This is an optimization exercise on Yosys and OpenROAD, whose aim is small area, not a production implementation. In this exercise RTL edits were held to simulation tests only and were not proved equivalent to the original. Power is estimated from default activity; no workload was simulated.

**design/flow/design.v**
```verilog
`timescale 1ns / 1ps
module pulse_system (
    input         clk,
    input         reset_n,
    input  [ 1:0] avs_address,
    input         avs_write,
    input  [31:0] avs_writedata,
    output [31:0] avs_readdata,
    output        pulse_out,
    output [ 5:0] led
);
  reg        start_r;    
  reg        start_q;    
  reg        d_nz;       
  reg        w_nz;       
  reg        r_ok;       
  reg [31:0] delay_q;    
  reg [31:0] width_q;    
  reg [31:0] rep_q;      
  wire wr_start = avs_write & (avs_address == 2'd0);
  wire wr_delay = avs_write & (avs_address == 2'd1);
  wire wr_width = avs_write & (avs_address == 2'd2);
  wire wr_rep   = avs_write & (avs_address == 2'd3);
  wire wd_nz    = |avs_writedata;
  always @(posedge clk or negedge reset_n) begin
    if (!reset_n) begin
      start_r <= 1'b0;
      start_q <= 1'b0;
      d_nz    <= 1'b0;
      w_nz    <= 1'b0;
      r_ok    <= 1'b0;
    end else begin
      start_q <= start_r;
      if (wr_start) start_r <= avs_writedata[0];
      if (wr_delay) d_nz <= wd_nz;
      if (wr_width) w_nz <= wd_nz;
      if (wr_rep)   r_ok <= 1'b1;
    end
  end
  always @(posedge clk) begin
    if (wr_delay) delay_q <= avs_writedata;
    if (wr_width) width_q <= avs_writedata;
    if (wr_rep)   rep_q   <= avs_writedata;
  end
  wire sel_delay = (avs_address == 2'd1) & d_nz;
  wire sel_width = (avs_address == 2'd2) & w_nz;
  wire sel_rep   = (avs_address == 2'd3) & r_ok;
  assign avs_readdata = ({32{sel_delay}} & delay_q)
                      | ({32{sel_width}} & width_q)
                      | ({32{sel_rep}}   & rep_q)
                      | {31'd0, (avs_address == 2'd0) & start_r};
  reg        dly;        
  reg        pls;        
  reg        cam;        
  reg        inf;        
  reg [31:0] cnt;        
  reg [15:0] nrep;       
  wire start_ev = start_r & ~start_q;
  wire c_one    = (cnt == 32'd1);
  wire n_one    = (nrep[15:1] == 15'd0);    
  wire r_nz     = r_ok & (|rep_q[15:0]);
  wire        load  = start_ev | c_one;
  wire        use_d = d_nz & (start_ev | pls);
  wire        use_w = ~use_d & w_nz;
  wire [31:0] ldv   = ({32{use_d}} & delay_q) | ({32{use_w}} & width_q);
  always @(posedge clk or negedge reset_n) begin
    if (!reset_n) begin
      dly <= 1'b0;
      pls <= 1'b0;
    end else if (start_ev) begin
      dly <= d_nz;
      pls <= ~d_nz & w_nz;
    end else if (c_one) begin
      dly <= pls & d_nz;
      pls <= (dly & w_nz) | (pls & ~d_nz);
    end
  end
  always @(posedge clk) begin
    cnt <= load ? ldv : cnt - 32'd1;
    if (start_ev) begin
      nrep <= rep_q[15:0];
      inf  <= ~r_nz;
      cam  <= 1'b1;
    end else if (pls & c_one) begin
      nrep <= nrep - 16'd1;
      if (n_one & ~inf) cam <= 1'b0;
    end
  end
  wire cam_dly = dly & cam;
  wire cam_pls = pls & cam;
  assign pulse_out = pls;
  assign led = {cam_pls, cam_dly, cam_pls, cam_dly, pls, dly};
endmodule
```
**design/flow/run.sh**
```bash
#!/bin/bash
# synth_recipe.tcl (not shown) runs the flow's synth.tcl, then flattens the netlist and writes it again
# the make line also repeats each setting of config.mk as NAME=value (left out here)
make -C /OpenROAD-flow-scripts/flow DESIGN_CONFIG=/design/flow/config.mk WORK_HOME=/design/flow/orfs CLKGATE_MAP_FILE= SYNTH_SCRIPT=/design/flow/synth_recipe.tcl finish
```
**design/flow/constraint.sdc**
```tcl
create_clock -name core_clock -period 10.0 [get_ports {clk}]
set_input_delay 2.0000 -clock core_clock [delete_from_list [all_inputs] [get_ports {clk}]]
set_output_delay 2.0000 -clock core_clock [all_outputs]
set_load 0.01 [all_outputs]
```
**design/flow/config.mk**
```make
export PLATFORM = sky130hd
export DESIGN_NAME = pulse_system
export DESIGN_NICKNAME = pulse_system
export VERILOG_FILES = /design/flow/design.v
export SDC_FILE = /design/flow/constraint.sdc
export NUM_CORES = 4
export LEC_CHECK = 0
export CAP_MARGIN = 20
export CORE_MARGIN = 2
export CORE_UTILIZATION = 40
export SLEW_MARGIN = 20
```
==> results of run 1 <==
## power by group
| group | internal [mW] | leakage, nW | switching, mW |
|---|---|---|---|
| Combinational | 0.197 | 1.28 | 0.212 |
| Clock | 0.541 | 0.349 | 0.247 |
| Sequential | 0.801 | 1.40 | 0.102 |
| Total | 1.54 | 3.03 | 0.561 |
## logic make-up (layout without fill, tap and decap cells)
family / Yosys count / in the layout
simple gates: 166 / 166
flops: 153 / 153
compound gates: 128 / 128
buf+inv: 79 / 156
xor+xnor: 39 / 39
fa+ha+maj: 3 / 3
mux: 1 / 1
## worst max-delay path by stage
stage                     cells past startpoint  slack, ns               end
after floorplan                               6       4.91   avs_readdata[0]
after detailed placement                      6       3.57  avs_readdata[22]
after CTS                                     6       3.55  avs_readdata[22]
after global placement                        6       3.60  avs_readdata[30]
final                                         6       3.52  avs_readdata[22]
after global routing                          6       3.36  avs_readdata[25]
## per-layer routing
metal	part of all wire (%)	wire length, um	vias up
li1	-	-	2317
met1	44	7318	2434
met5	0	0	-
met3	6.4	1056	22
met4	1.7	278	0
met2	47	7795	185
## worst max-delay path: stages
cell             delay, ns
clkdlybuf4s50_1       0.67
and3_1                0.66
buf_4                 0.39
a222oi_1              0.14
inv_1                 0.08
clkdlybuf4s50_1       0.53
## Yosys cell counts (2+ instances only)
| library cell | n | area [um^2] |
|---|---|---|
| nor3_1 | 15 | 75.07 |
| or2_2 | 4 | 25.02 |
| ha_1 | 3 | 37.54 |
| nor4_1 | 21 | 131.4 |
| nand3_1 | 3 | 15.01 |
| dfxtp_1 | 33 | 660.6 |
| nor3b_1 | 2 | 15.01 |
| or3_1 | 10 | 62.56 |
| edfxtp_1 | 113 | 3393 |
| xnor2_1 | 31 | 271.5 |
| nor2b_1 | 2 | 12.51 |
| clkbuf_1 | 28 | 105.1 |
| a211oi_1 | 26 | 195.2 |
| a31oi_1 | 6 | 37.54 |
| buf_2 | 5 | 25.02 |
| o31ai_1 | 3 | 22.52 |
| a211oi_2 | 6 | 75.07 |
| nor2_1 | 23 | 86.33 |
| or4_1 | 9 | 67.56 |
| and3_1 | 34 | 212.7 |
| inv_1 | 38 | 142.6 |
| xor2_1 | 8 | 70.07 |
| o21ai_0 | 18 | 90.09 |
| nand4_1 | 7 | 43.79 |
| dfrtp_1 | 7 | 175.2 |
| a222oi_1 | 31 | 310.3 |
| buf_4 | 6 | 45.04 |
| and2_1 | 3 | 18.77 |
| nand2_1 | 28 | 105.1 |
| a21oi_1 | 32 | 160.2 |
## area by class of cell
type	instances	area share [%]
clock buffers	18	5.060
clock inverters	14	3.526
inverters	39	1.726
multi-input cells	337	26.61
flip-flops and latches	153	49.86
well taps	220	3.245
repair buffers	85	9.972
## registers in the layout, indices dropped and copies added (netlist names), 16 cells and up
register  cells
nrep         16
rep_q        32
cnt          32
width_q      32
delay_q      32
## through the flow
stage	util [%]	std cells	cell area (um^2)	hold WS (ns)
after global placement	46.59	833	7726	0.4297
after CTS	50.98	865	8454	0.4479
final	51.15	866	8482	0.4457
after floorplan	-	569	6804	0.3842
after global routing	51.15	866	8482	0.4678
after detailed placement	46.59	833	7726	0.4342
==> results.yml, run 1 <==
timing:
  hold_viol: 0
  fin_crit_ns: 6.484
  max_freq_ghz: 0.1542
  rsz0062_at_grt: "no"
  relSlewSlack_pct: 27.29
  fin_crit_sh_pct: 64.84
  tightest_slew_ns: 1.091
  finalWorstSetupSlack_ns: 3.516
  setup-tns-final_ns: 0
  drv_slew: 0
  fin_skew_ns: 0.008874
  setup_viol: 0
place:
  portBuffers: 75
  pre_cts_slack_ns: 3.565
  routabilityCongestion: 0.7960
  place.detailed.hpwl_um: 10990
drt:
  wl_per_cell_um: 18.99
  firstDrtPassIters: 6
  viasPerCell: 5.725
  drt_iter0_drc: 683
  vias: 4958
  drt.antenna.violating_nets: 0
  route.detailed.drc: 0
  drt-total-wl_um: 16450
logic_synthesis:
  synth_top_family_by_area: "compound AO/OA/AOI/OAI gates"
  ys.flop_type: "edfxtp_1"
  syn_nets: 609
  synth_seq_area_share_pct: 62.16
  synth.distinct_cells: 44
  synth_seq_cells: 153
  synthAdderAreaFrac_pct: 0.5517
  synth_cells: 569
  ys_warn_count: 1
  synth_edf_count: 113
  async_flop_share_pct: 4.575
  syn_area_um2: 6804
  synthMuxAreaShare_pct: 0.1655
  synth_compound_area_share_pct: 13.77
  yosys.area_share.simple_pct: 13.44
  syn_avg_cell_area_um2: 11.96
  synthXorXnorAreaFrac_pct: 5.020
die:
  core_area_um2: 16580
  fp.dieW_um: 134.4
  dieArea_um2: 18070
  num_rows: 47
  ios: 76
  dieHeight_um: 134.4
  initial_core_util_pct: 41.03
worst_hold_path:
  hold_class: "reg2reg"
  holdCritStartpoint: "start_r$_DFFE_PN0P_"
  min_path_cells: 0
  whs_endpoint: "start_q$_DFF_PN0_"
grt:
  grt_max_degree: 39
  grt_pass1_vias: 4888
  grt.total_usage_pct: 19.19
  grt_pass1_wl_um: 26540
  antenna_found_initial: 0
  grt_util_met2_pct: 29.99
  use_met1_pct: 26.93
  overflow: 0
  top_usage_layer: "met2"
  grt_use_met3_pct: 3.590
critical_path:
  crit_required_ns: 8.00
  worstReg2RegStart: "cnt[18]$_DFF_P_"
  path_max_fanout: 17
  cp-startpoint: "avs_address[0]"
  r2r_end: "cnt[11]$_DFF_P_"
  r2r_setup_slack_ns: 6.80
  worstSetupPathType: "in2out"
  end_kind: "output port"
  rr_worst_depth: 6
  crit_arrival_ns: 4.48
  start_kind: "input pin"
clock_tree:
  htree_levels: 4
  path_clk_slew_ns: 0.06
  cts_repair_resize_count: 0
  cts_buffers: 17
  clk_latency_ns: 0.42
  cts.sinks: 153
  cts_tree: "done"
  post-cts-setup-buffers: 0
  cts_buffer_depth: 2
  clock_tree.root_cell: "clkbuf_16"
  cts_hold_buffers: 0
finish:
  layout.nets: 673
  multiInputGateArea_um2: 2257
  mostFrequentLayoutCells: "edfxtp_1, clkdlybuf4s50_1, inv_1"
  drive_gt1_share_pct: 8.514
  antenna_cells: 0
  nFillCells: 1502
  final_common_cell: "edfxtp_1"
  area_growth_pct: 24.66
  seq_area_um2: 4229
pwr:
  p_per_area_nw_per_um2: 247.7
  vdd_ir_drop_max_mv: 0.1603
  p_total_mw: 2.101
  power.leakage_nw: 3.025
job:
  maxCapViolations: 0
status:
  status: "timing/DRC/antenna clean"
==> run 2, diff against run 1 <==
==> design/flow/flow/run.sh (new file) <==
#!/bin/bash
# Layout flow: the standard synthesis, then its combinational logic re-mapped for area
# (flip-flops kept as they are), then the standard ORFS layout with small port buffers
# and a clock tree without dummy loads. Each tool's output goes to a log_*.log file here.
set -euo pipefail
W=$(pwd)
R=$W/orfs/results/$FLOW_PLATFORM/pulse_system/base
YOSYS=$(command -v yosys || echo "$FLOW_HOME/../tools/install/yosys/bin/yosys")
LIB=$FLOW_HOME/platforms/$FLOW_PLATFORM/lib/sky130_fd_sc_hd__tt_025C_1v80.lib

# 1. standard synthesis
bash standard.sh synth > log_1_synth.log 2>&1
cp "$R/1_2_yosys.v" "$W/std_1_2_yosys.v"

# 2. re-map the combinational logic; keep the standard netlist if this fails
if REMAP_LIB=$LIB REMAP_IN=$W/std_1_2_yosys.v REMAP_OUT=$W/remap_1_2_yosys.v \
   REMAP_SCRIPT=$W/flow/remap.abc REMAP_TOP=$FLOW_TOP \
   "$YOSYS" -c flow/remap.tcl > log_2_remap.log 2>&1; then
  cp "$W/remap_1_2_yosys.v" "$R/1_2_yosys.v"
  rm -f "$R/1_synth.odb" "$R/1_synth.sdc"
  bash standard.sh synth > log_3_synth_odb.log 2>&1
fi

# 3. layout
CTS="-sink_clustering_enable -repair_clock_nets -dont_use_dummy_load -buf_list sky130_fd_sc_hd__clkbuf_4"
bash standard.sh \
  "BUFFER_PORTS_ARGS=-buffer_cell sky130_fd_sc_hd__buf_1" \
  "CTS_ARGS=$CTS" \
  finish > log_4_layout.log 2>&1
==> design/flow/flow/remap.abc (new file) <==
&get -n
&deepsyn -T 60
&dch -f
&nf -a
&put
topo
==> design/flow/flow/remap.tcl (new file) <==
# Re-map the combinational logic of a mapped netlist; flip-flop instances are kept as they are.
yosys -import
set lib $::env(REMAP_LIB)
set in  $::env(REMAP_IN)
set out $::env(REMAP_OUT)
set script $::env(REMAP_SCRIPT)
read_verilog $in
read_liberty -ignore_miss_func $lib
# keep every sequential cell (and tie cells) as a black box
set seq {}
set fh [open $in r]; set txt [read $fh]; close $fh
foreach {m c} [regexp -all -inline {(sky130_fd_sc_hd__[a-z0-9_]+)} $txt] {
  if {[regexp {__(df|edf|sdf|dl|sedf|conb)} $c] && [lsearch $seq $c] < 0} { lappend seq $c }
}
foreach c $seq { blackbox $c }
hierarchy -top $::env(REMAP_TOP)
flatten
opt_clean
setundef -zero
abc -script $script -liberty $lib -dont_use *probe* -dont_use *lpflow*
opt_clean -purge
hilomap -singleton -hicell sky130_fd_sc_hd__conb_1 HI -locell sky130_fd_sc_hd__conb_1 LO
insbuf -buf sky130_fd_sc_hd__buf_1 A X
splitnets
opt_clean -purge
stat -liberty $lib
hierarchy -top $::env(REMAP_TOP)
write_verilog -noattr -noexpr -nohex -nodec $out
==> design/flow/standard.sh (new file) <==
#!/bin/bash
# synth_recipe.tcl (not shown) runs the flow's synth.tcl, then flattens the netlist and writes it again
# the make line also repeats each setting of config.mk as NAME=value (left out here)
make -C /OpenROAD-flow-scripts/flow DESIGN_CONFIG=/design/flow/config.mk WORK_HOME=/design/flow/orfs CLKGATE_MAP_FILE= SYNTH_SCRIPT=/design/flow/synth_recipe.tcl "${@:-finish}"
removed: design/flow/run.sh
==> results.yml, run 2 <==
logic_synthesis:
  syn_avg_cell_area_um2: 13.03
  syn_area_um2: 6241
  ys_warn_count: 1
  synth_cells: 479
  syn_nets: 516
die:
  ios: 76
  num_rows: 45
  core_area_um2: 15200
  initial_core_util_pct: 41.05
  dieArea_um2: 16620
  fp.dieW_um: 128.9
  dieHeight_um: 128.9
critical_path:
  cp_top_family: "buffers and inverters"
  crit_arrival_ns: 3.44
  cp-startpoint: "avs_address[1]"
  cp_common_cell: "buf_1"
  crit_required_ns: 8.00
  slowest_stage: "a222oi_1"
  path_max_fanout: 32
  worstSetupPathType: "in2out"
  end_kind: "output port"
  start_kind: "input pin"
  worstReg2RegStart: "cnt[5]$_DFF_P_"
  path_buf_inv: 4
  cp_cell_sequence: "buf_1 -> and3b_1 -> buf_4 -> a222oi_1 -> clkinv_1 -> buf_1"
  crit_path_max_incr_delay_ns: 0.49
timing:
  hold_ws_ns: 0.4525
  relSlewSlack_pct: 38.16
  rsz0062_at_grt: "no"
  fin_crit_sh_pct: 54.44
  fin_skew_ns: 0.02940
  drv_slew: 0
  tightest_slew_ns: 0.9276
  setup_viol: 0
  setup-tns-final_ns: 0
  max_freq_ghz: 0.1837
  fin_crit_ns: 5.444
  hold_viol: 0
grt:
  overflow: 0
  grt_max_degree: 35
  grt_pass1_vias: 4362
  antenna_found_initial: 1
  grt.total_usage_pct: 19.30
  grt_pass1_wl_um: 24010
drt:
  drt-total-wl_um: 15240
  wl_per_cell_um: 19.95
  viasPerCell: 5.808
  drt_iter0_drc: 447
  vias: 4437
  drt.antenna.violating_nets: 0
  route.detailed.drc: 0
  firstDrtPassIters: 6
pwr:
  p_sw_mw: 0.4495
  p_comb_share_pct: 20.8
  p_clk_share_pct: 17.8
  seq_power_share_pct: 61.4
  p_per_area_nw_per_um2: 209.2
  netSwitchingFraction_pct: 30.94
  power.leakage_nw: 2.188
  vdd_ir_drop_max_mv: 0.09352
  p_int_mw: 1.003
clock_tree:
  cts_repair_resize_count: 0
  cts_buffer_depth: 2
  cts.sinks: 153
  path_clk_slew_ns: 0.11
  post-cts-setup-buffers: 0
  cts_hold_buffers: 0
  cts_tree: "done"
  cts_buffers: 17
  clock_tree.root_cell: "clkbuf_4"
  clk_latency_ns: 0.55
  htree_levels: 4
status:
  status: "timing/DRC/antenna clean"
place:
  place.detailed.hpwl_um: 10120
  numPlacedInstances: 746
  portBuffers: 75
  routabilityCongestion: 0.8441
finish:
  mostFrequentLayoutCells: "edfxtp_1, buf_1, clkinv_1"
  drive_gt1_share_pct: 4.696
  final_common_cell: "edfxtp_1"
  area_growth_pct: 11.27
  finalNonFillerCells: 764
  layout.nets: 614
job:
  maxCapViolations: 0
worst_hold_path:
  hold_class: "reg2reg"
  holdCritStartpoint: "start_r$_DFFE_PN0P_"
-- run 2: final cells by class --
class / count / area, um^2
Fill cell: 1453 / 8258
Antenna cell: 1 / 2.502
Tap cell: 188 / 235.2
Clock buffer: 17 / 127.6
Timing Repair Buffer: 83 / 341.6
Multi-Input combinational cell: 286 / 1873
Inverter: 36 / 135.1
Sequential cell: 153 / 4229
-- run 2: power by group through the flow --
stage	Combinational, mW	Clock, mW	Sequential, mW
2_1_floorplan	0.219	0	0.878
3_3_place_gp	0.299	0	0.900
3_5_place_dp	0.305	0	0.903
4_1_cts	0.307	0.267	0.890
5_1_grt	0.344	0.288	0.907
6_report	0.303	0.259	0.891
-- run 2: metrics by stage --
| stage | utilization, % | setup WS [ns] | power, mW | instance area [um^2] |
|---|---|---|---|---|
| after floorplan | - | 4.974 | 1.097 | 6241 |
| after global placement | 44.82 | 4.617 | 1.199 | 6814 |
| after detailed placement | 44.82 | 4.597 | 1.208 | 6814 |
| after CTS | 45.66 | 4.597 | 1.464 | 6942 |
| after global routing | 45.68 | 4.453 | 1.538 | 6944 |
| final | 45.68 | 4.556 | 1.453 | 6944 |
-- run 2: path summary, 6_finish.rpt --
path	endpoint	slack (ns)	cells after the start
min in group asynchronous	start_r$_DFFE_PN0P_	1.34	1
min	start_q$_DFF_PN0_	0.45	0
max	avs_readdata[2]	4.56	6
max reg2reg	cnt[27]$_DFF_P_	6.42	8
max in group asynchronous	r_ok$_DFFE_PN0P_	8.36	1
min reg2reg	start_q$_DFF_PN0_	0.45	0
-- run 2: worst reg2reg max path: stages, from the launching register on --
cell	delay [ns]
dfxtp_1	0.37
nor4_1	0.46
nand4b_1	0.35
nor4b_1	0.68
nor4b_1	0.63
nand2_1	0.27
o41ai_1	0.30
a21oi_1	0.14
a221o_1	0.28
-- run 2: per-layer routing --
layer	up-vias	global-route usage, %	part of all wire, %
met1	2156	25.86	44
met3	24	4.990	6.0
li1	2110	-	-
met2	147	30.28	48
met5	-	0	0
met4	0	7.481	2.2
==> run 3, diff against run 2 <==
--- a/design/flow/design.v
+++ b/design/flow/design.v
@@ -79,9 +79,8 @@
     cnt <= load ? ldv : cnt - 32'd1;
+    nrep <= start_ev ? rep_q[15:0] : nrep - {15'd0, pls & c_one};
     if (start_ev) begin
-      nrep <= rep_q[15:0];
       inf  <= ~r_nz;
       cam  <= 1'b1;
-    end else if (pls & c_one) begin
-      nrep <= nrep - 16'd1;
-      if (n_one & ~inf) cam <= 1'b0;
+    end else if (pls & c_one & n_one & ~inf) begin
+      cam  <= 1'b0;
     end
--- a/design/flow/flow/run.sh
+++ b/design/flow/flow/run.sh
@@ -24,3 +24,3 @@
 # 3. layout
-CTS="-sink_clustering_enable -repair_clock_nets -dont_use_dummy_load -buf_list sky130_fd_sc_hd__clkbuf_4"
+CTS="-sink_clustering_enable -repair_clock_nets -dont_use_dummy_load -buf_list sky130_fd_sc_hd__clkbuf_8"
 bash standard.sh \
--- a/design/flow/config.mk
+++ b/design/flow/config.mk
@@ -9,3 +9,3 @@
 export CORE_MARGIN = 2
-export CORE_UTILIZATION = 40
+export CORE_UTILIZATION = 70
 export SLEW_MARGIN = 20
==> results.yml, run 3 <==
timing:
  fin_skew_ns: 0.04164
  setup-tns-final_ns: 0
  setup_viol: 0
  drv_slew: 0
  rsz0062_at_grt: "no"
  fin_crit_ns: 5.320
  tightest_slew_ns: 1.005
  max_freq_ghz: 0.1880
  relSlewSlack_pct: 33.01
  fin_crit_sh_pct: 53.20
  finalWorstSetupSlack_ns: 4.680
  hold_viol: 0
drt:
  viasPerCell: 6.713
  drt.antenna.violating_nets: 0
  route.detailed.drc: 0
  drt_iter0_drc: 473
  wl_per_cell_um: 20.79
  vias: 4686
  firstDrtPassIters: 10
  drt-total-wl_um: 14510
pwr:
  p_clk_share_pct: 21.5
  p_int_mw: 1.080
  p_comb_share_pct: 20.4
  seq_power_share_pct: 58.1
  p_per_area_nw_per_um2: 226.7
  power.leakage_nw: 2.227
  netSwitchingFraction_pct: 30.69
  vdd_ir_drop_max_mv: 0.1531
  p_sw_mw: 0.4781
critical_path:
  crit_arrival_ns: 3.32
  crit_required_ns: 8.00
  worstSetupPathType: "in2out"
  start_kind: "input pin"
  end_kind: "output port"
  cp-startpoint: "avs_address[0]"
  worstReg2RegStart: "cnt[8]$_DFF_P_"
  path_max_fanout: 32
grt:
  grt_max_degree: 35
  grt.total_usage_pct: 31.50
  antenna_found_initial: 0
  overflow: 0
  grt_pass1_wl_um: 23090
  grt_pass1_vias: 4612
die:
  ios: 76
  fp.dieW_um: 97.72
  initial_core_util_pct: 71.20
  core_area_um2: 8636
  num_rows: 34
  dieHeight_um: 97.72
  dieArea_um2: 9549
clock_tree:
  cts_tree: "done"
  cts.sinks: 153
  cts_buffers: 17
  clock_tree.root_cell: "clkbuf_8"
  cts_repair_resize_count: 0
  post-cts-setup-buffers: 0
  clk_latency_ns: 0.46
  path_clk_slew_ns: 0.09
  cts_buffer_depth: 2
  htree_levels: 4
  cts_hold_buffers: 0
logic_synthesis:
  ys_warn_count: 1
  synth_cells: 492
  syn_avg_cell_area_um2: 12.50
  syn_nets: 529
  syn_area_um2: 6148
place:
  place.detailed.hpwl_um: 9448
  pre_cts_slack_ns: 4.694
  portBuffers: 75
  routabilityCongestion: 0.8778
finish:
  mostFrequentLayoutCells: "edfxtp_1, buf_1, dfxtp_1"
  area_growth_pct: 11.74
  drive_gt1_share_pct: 5.085
  layout.nets: 629
  nFillCells: 575
  antenna_cells: 0
  final_common_cell: "edfxtp_1"
status:
  status: "timing/DRC/antenna clean"
worst_hold_path:
  holdCritStartpoint: "start_r$_DFFE_PN0P_"
  hold_class: "reg2reg"
job:
  maxCapViolations: 0
run 3: changes by cell type in the layout (fill, tap and decap cells not counted), sizes merged, moves of 3 or more:
cell and change:
xor2 +3, nor2b +4, a21oi -7, a221o -6, a22oi +6, nor4 +4, edfxtp -16, o31ai -4
o21ai +10, dfxtp +16, nor2 -4
run 3: power by group through the flow:
stage	Sequential [mW]	Clock [mW]	Combinational, mW
6_report	0.906	0.335	0.317
3_3_place_gp	0.907	0	0.302
4_1_cts	0.903	0.336	0.316
5_1_grt	0.923	0.360	0.355
3_5_place_dp	0.914	0	0.314
2_1_floorplan	0.885	0	0.228
run 3: layer usage:
metal  wire length, um  share of wire (%)  track usage, %
met5                 0                  0               0
met4               296                2.0           14.32
met3              1301                9.0           7.338
met2              7383                 51           51.19
met1              5526                 38           40.90
run 3: through the flow:
step                cell area (um^2)  std cells  power (mW)  util, %  hold slack (ns)
finish                          6870        698       1.558    79.56           0.4683
global route                    6870        698       1.637    79.56           0.5010
CTS                             6870        698       1.556    79.56           0.4631
floorplan                       6148        492       1.113        -           0.3903
global placement                6636        681       1.209    76.85           0.4180
detailed placement              6636        681       1.228    76.85           0.4159
run 3: final timing paths:
| path | slack (ns) | endpoint | depth (start not counted) |
|---|---|---|---|
| setup / recovery | 4.68 | avs_readdata[1] | 6 |
| max in group asynchronous | 8.25 | r_ok$_DFFE_PN0P_ | 1 |
| hold reg to reg | 0.47 | start_q$_DFF_PN0_ | 0 |
| hold / removal | 0.47 | start_q$_DFF_PN0_ | 0 |
| setup reg to reg | 6.60 | nrep[12]$_DFF_P_ | 8 |
| min in group asynchronous | 1.43 | w_nz$_DFFE_PN0P_ | 1 |
run 3: layout make-up:
class / count / area, um^2 / area share (%)
multi-input combinational: 297 / 1933 / 28.14
tap: 108 / 135.1 / 1.967
clock buffer: 17 / 234.0 / 3.406
timing repair buffer: 85 / 356.6 / 5.190
inverter: 38 / 142.6 / 2.076
sequential: 153 / 4069 / 59.22
run 3: critical path, cell delays in order:
cell,delay (ns)
buf_1,0.17
and3b_1,0.20
buf_4,0.26
a222oi_1,0.43
clkinv_1,0.11
buf_1,0.14
==> run 4, diff against run 3 <==
--- a/design/flow/flow/run.sh
+++ b/design/flow/flow/run.sh
@@ -2,4 +2,5 @@
 # Layout flow: the standard synthesis, then its combinational logic re-mapped for area
-# (flip-flops kept as they are), then the standard ORFS layout with small port buffers
-# and a clock tree without dummy loads. Each tool's output goes to a log_*.log file here.
+# (flip-flops kept as they are, and the result proven equivalent to the standard netlist),
+# then the standard ORFS layout with small port buffers and a clock tree without dummy loads.
+# Each tool's output goes to a log_*.log file in this folder.
 set -euo pipefail
@@ -14,9 +15,15 @@
 
-# 2. re-map the combinational logic; keep the standard netlist if this fails
+# 2. re-map the combinational logic; keep the standard netlist unless the result is proven
+#    equivalent and free of generic cells
 if REMAP_LIB=$LIB REMAP_IN=$W/std_1_2_yosys.v REMAP_OUT=$W/remap_1_2_yosys.v \
    REMAP_SCRIPT=$W/flow/remap.abc REMAP_TOP=$FLOW_TOP \
-   "$YOSYS" -c flow/remap.tcl > log_2_remap.log 2>&1; then
+   "$YOSYS" -c flow/remap.tcl > log_2_remap.log 2>&1 \
+   && EQ_LIB=$LIB EQ_GOLD=$W/std_1_2_yosys.v EQ_GATE=$W/remap_1_2_yosys.v EQ_TOP=$FLOW_TOP \
+   "$YOSYS" -c flow/eqcheck.tcl > log_3_eqcheck.log 2>&1; then
   cp "$W/remap_1_2_yosys.v" "$R/1_2_yosys.v"
   rm -f "$R/1_synth.odb" "$R/1_synth.sdc"
-  bash standard.sh synth > log_3_synth_odb.log 2>&1
+  bash standard.sh synth > log_4_synth_odb.log 2>&1
+  echo "using the re-mapped netlist"
+else
+  echo "using the standard netlist"
 fi
@@ -28,2 +35,2 @@
   "CTS_ARGS=$CTS" \
-  finish > log_4_layout.log 2>&1
+  finish > log_5_layout.log 2>&1
==> design/flow/flow/eqcheck.tcl (new file) <==
# Combinational equivalence of two netlists of the same design whose flip-flops have the same
# names: each cell is read as its liberty function, flip-flop outputs are matched by name and the
# proof is by induction over them.
yosys -import
set lib $::env(EQ_LIB)
read_verilog $::env(EQ_GOLD)
yosys rename $::env(EQ_TOP) gold
read_verilog $::env(EQ_GATE)
yosys rename $::env(EQ_TOP) gate
read_liberty -ignore_miss_func $lib
blackbox sky130_fd_sc_hd__conb_1
flatten gold gate
async2sync
yosys rename -hide w:_*
equiv_make gold gate eq
hierarchy -top eq
equiv_simple
equiv_induct
equiv_status -assert
==> design/flow/flow/remap.abc (replaced) <==
&get -n
&deepsyn -T 30
&nf -a -R 1000
&st
&deepsyn -T 30
&nf -a -R 1000
&put
topo
==> results.yml, run 4 <==
status:
  status: "timing/DRC/antenna clean"
place:
  postPlaceCellArea_um2: 6495
  place.detailed.hpwl_um: 9052
  pre_cts_slack_ns: 4.587
  routabilityCongestion: 0.8120
  portBuffers: 75
  numPlacedInstances: 660
critical_path:
  worstReg2RegStart: "cnt[8]$_DFF_P_"
  r2r_setup_slack_ns: 5.35
  worstSetupPathType: "in2out"
  start_kind: "input pin"
  end_kind: "output port"
  rr_worst_depth: 15
  crit_arrival_ns: 3.49
  crit_required_ns: 8.00
  path_max_fanout: 32
  r2r_end: "nrep[15]$_DFF_P_"
clock_tree:
  cts_tree: "done"
  htree_levels: 4
  clk_latency_ns: 0.44
  cts.sinks: 153
  path_clk_slew_ns: 0.07
  cts_buffers: 17
  cts_hold_buffers: 0
  cts_buffer_depth: 2
  clock_tree.root_cell: "clkbuf_8"
  cts_repair_resize_count: 0
  post-cts-setup-buffers: 0
drt:
  route.detailed.drc: 0
  vias: 4564
  firstDrtPassIters: 8
  viasPerCell: 6.742
  drt_iter0_drc: 602
  drt-total-wl_um: 14000
  wl_per_cell_um: 20.68
  drt.antenna.violating_nets: 0
finish:
  final_common_cell: "edfxtp_1"
  nFillCells: 518
  multiInputGateArea_um2: 1799
  area_growth_pct: 11.74
  drive_gt1_share_pct: 4.720
  mostFrequentLayoutCells: "edfxtp_1, buf_1, dfxtp_1"
  layout.nets: 611
  finalNonFillerCells: 677
  seq_area_um2: 4069
  antenna_cells: 0
  stdcell_area_um2: 6729
timing:
  rsz0062_at_grt: "no"
  finalWorstSetupSlack_ns: 4.508
  drv_slew: 0
  max_freq_ghz: 0.1821
  hold_viol: 0
  fin_crit_sh_pct: 54.92
  setup-tns-final_ns: 0
  fin_skew_ns: 0.02874
  tightest_slew_ns: 0.7311
  fin_crit_ns: 5.492
  relSlewSlack_pct: 50.81
  setup_viol: 0
grt:
  antenna_found_initial: 0
  grt_pass1_vias: 4464
  grt_pass1_wl_um: 22430
  overflow: 0
  grt_max_degree: 35
  grt.total_usage_pct: 31.09
worst_hold_path:
  whs_endpoint: "start_q$_DFF_PN0_"
  hold_class: "reg2reg"
  min_path_cells: 0
  holdCritStartpoint: "start_r$_DFFE_PN0P_"
die:
  num_rows: 33
  fp.dieW_um: 96.75
  dieHeight_um: 96.75
  dieArea_um2: 9361
  initial_core_util_pct: 72.92
  core_area_um2: 8258
  ios: 76
pwr:
  power.leakage_nw: 2.235
  p_per_area_nw_per_um2: 228.7
  vdd_ir_drop_max_mv: 0.1471
  p_total_mw: 1.539
job:
  maxCapViolations: 0
logic_synthesis:
  syn_avg_cell_area_um2: 12.70
  syn_area_um2: 6022
  syn_nets: 511
  ys_warn_count: 1
  synth_cells: 474
-- run 4: area by class of cell --
class,count,share of cell area (%)
clock buffer,17,3.477
tap,105,1.952
multi-input combinational,280,26.74
sequential,153,60.47
timing repair buffer,85,5.299
inverter,37,2.064
-- run 4: worst max path at each step --
stage                   start               end  slack [ns]  depth (start not counted)
2_1_floorplan  avs_address[0]  avs_readdata[31]        4.97                          3
3_3_place_gp   avs_address[0]   avs_readdata[7]        4.66                          6
3_5_place_dp   avs_address[0]   avs_readdata[7]        4.59                          6
4_1_cts        avs_address[0]   avs_readdata[7]        4.58                          6
5_1_grt        avs_address[0]   avs_readdata[7]        4.45                          6
6_report       avs_address[0]   avs_readdata[7]        4.51                          6
-- run 4: worst max-delay path: stages --
cell and delay, ns:
buf_1 0.19, and3b_1 0.20, buf_4 0.26, a222oi_1 0.55, clkinv_1 0.13, buf_1 0.15
-- run 4: through the flow --
| step | util, % | hold WS (ns) |
|---|---|---|
| 6_report | 81.48 | 0.4681 |
| 5_1_grt | 81.48 | 0.4850 |
| 4_1_cts | 81.48 | 0.4667 |
| 3_5_place_dp | 78.65 | 0.4490 |
| 3_3_place_gp | 78.65 | 0.4433 |
| 2_1_floorplan | - | 0.3917 |
-- run 4: where the power goes --
group	internal (mW)	total, mW	switching, mW	leakage (nW)
clock	0.150	0.331	0.181	0.122
sequential	0.793	0.895	0.103	1.38
combinational	0.135	0.313	0.179	0.729
total	1.08	1.54	0.462	2.24
-- run 4: routing by layer --
layer | up-vias | wire (um) | global-route usage (%) | share of wire [%]
met3 | 42 | 1441 | 7.370 | 10
met1 | 2159 | 5529 | 42.21 | 39
met5 | - | 0 | 0 | 0
met2 | 284 | 6662 | 48.29 | 48
met4 | 0 | 367 | 14.30 | 2.6
li1 | 2079 | - | - | -

## static timing again, ports no longer ideal
No port has a modelled driver above. Below, the same layouts with a new extraction and two added sets of constraints. Step 1 (the two cells are an assumption about what drives the block):
set clk [get_ports {clk}]
set_driving_cell -lib_cell sky130_fd_sc_hd__clkbuf_16 $clk
set_driving_cell -lib_cell sky130_fd_sc_hd__buf_2 [delete_from_list [all_inputs] $clk]
Step 2 moves the port delays by t, midway between the first and last clock arrival at a register: inputs arrive t later, outputs are due t later. That takes back most of the time a late clock gives input paths. a / b / c = ideal ports / drivers / drivers and shift; a / b = the first two.
run	t, ns	setup slack, ns	worst hold slack (ns)	latest minus earliest clock arrival (ns)	pins driven straight from the clock port
run 1	0.457	3.516 / 3.494 / 3.494	0.446 / 0.446 / 0.446	0.009 / 0.009	1
run 2	0.564	4.556 / 4.522 / 4.522	0.452 / 0.452 / 0.452	0.030 / 0.030	1
run 3	0.469	4.680 / 4.656 / 4.656	0.468 / 0.468 / 0.468	0.043 / 0.043	1
run 4	0.454	4.508 / 4.488 / 4.488	0.468 / 0.468 / 0.468	0.028 / 0.029	1
After both steps setup and hold are still met in every run listed. The setup slack of run 2, which loses most, moves by -0.034 ns with the drivers and by -0.034 ns with both steps.
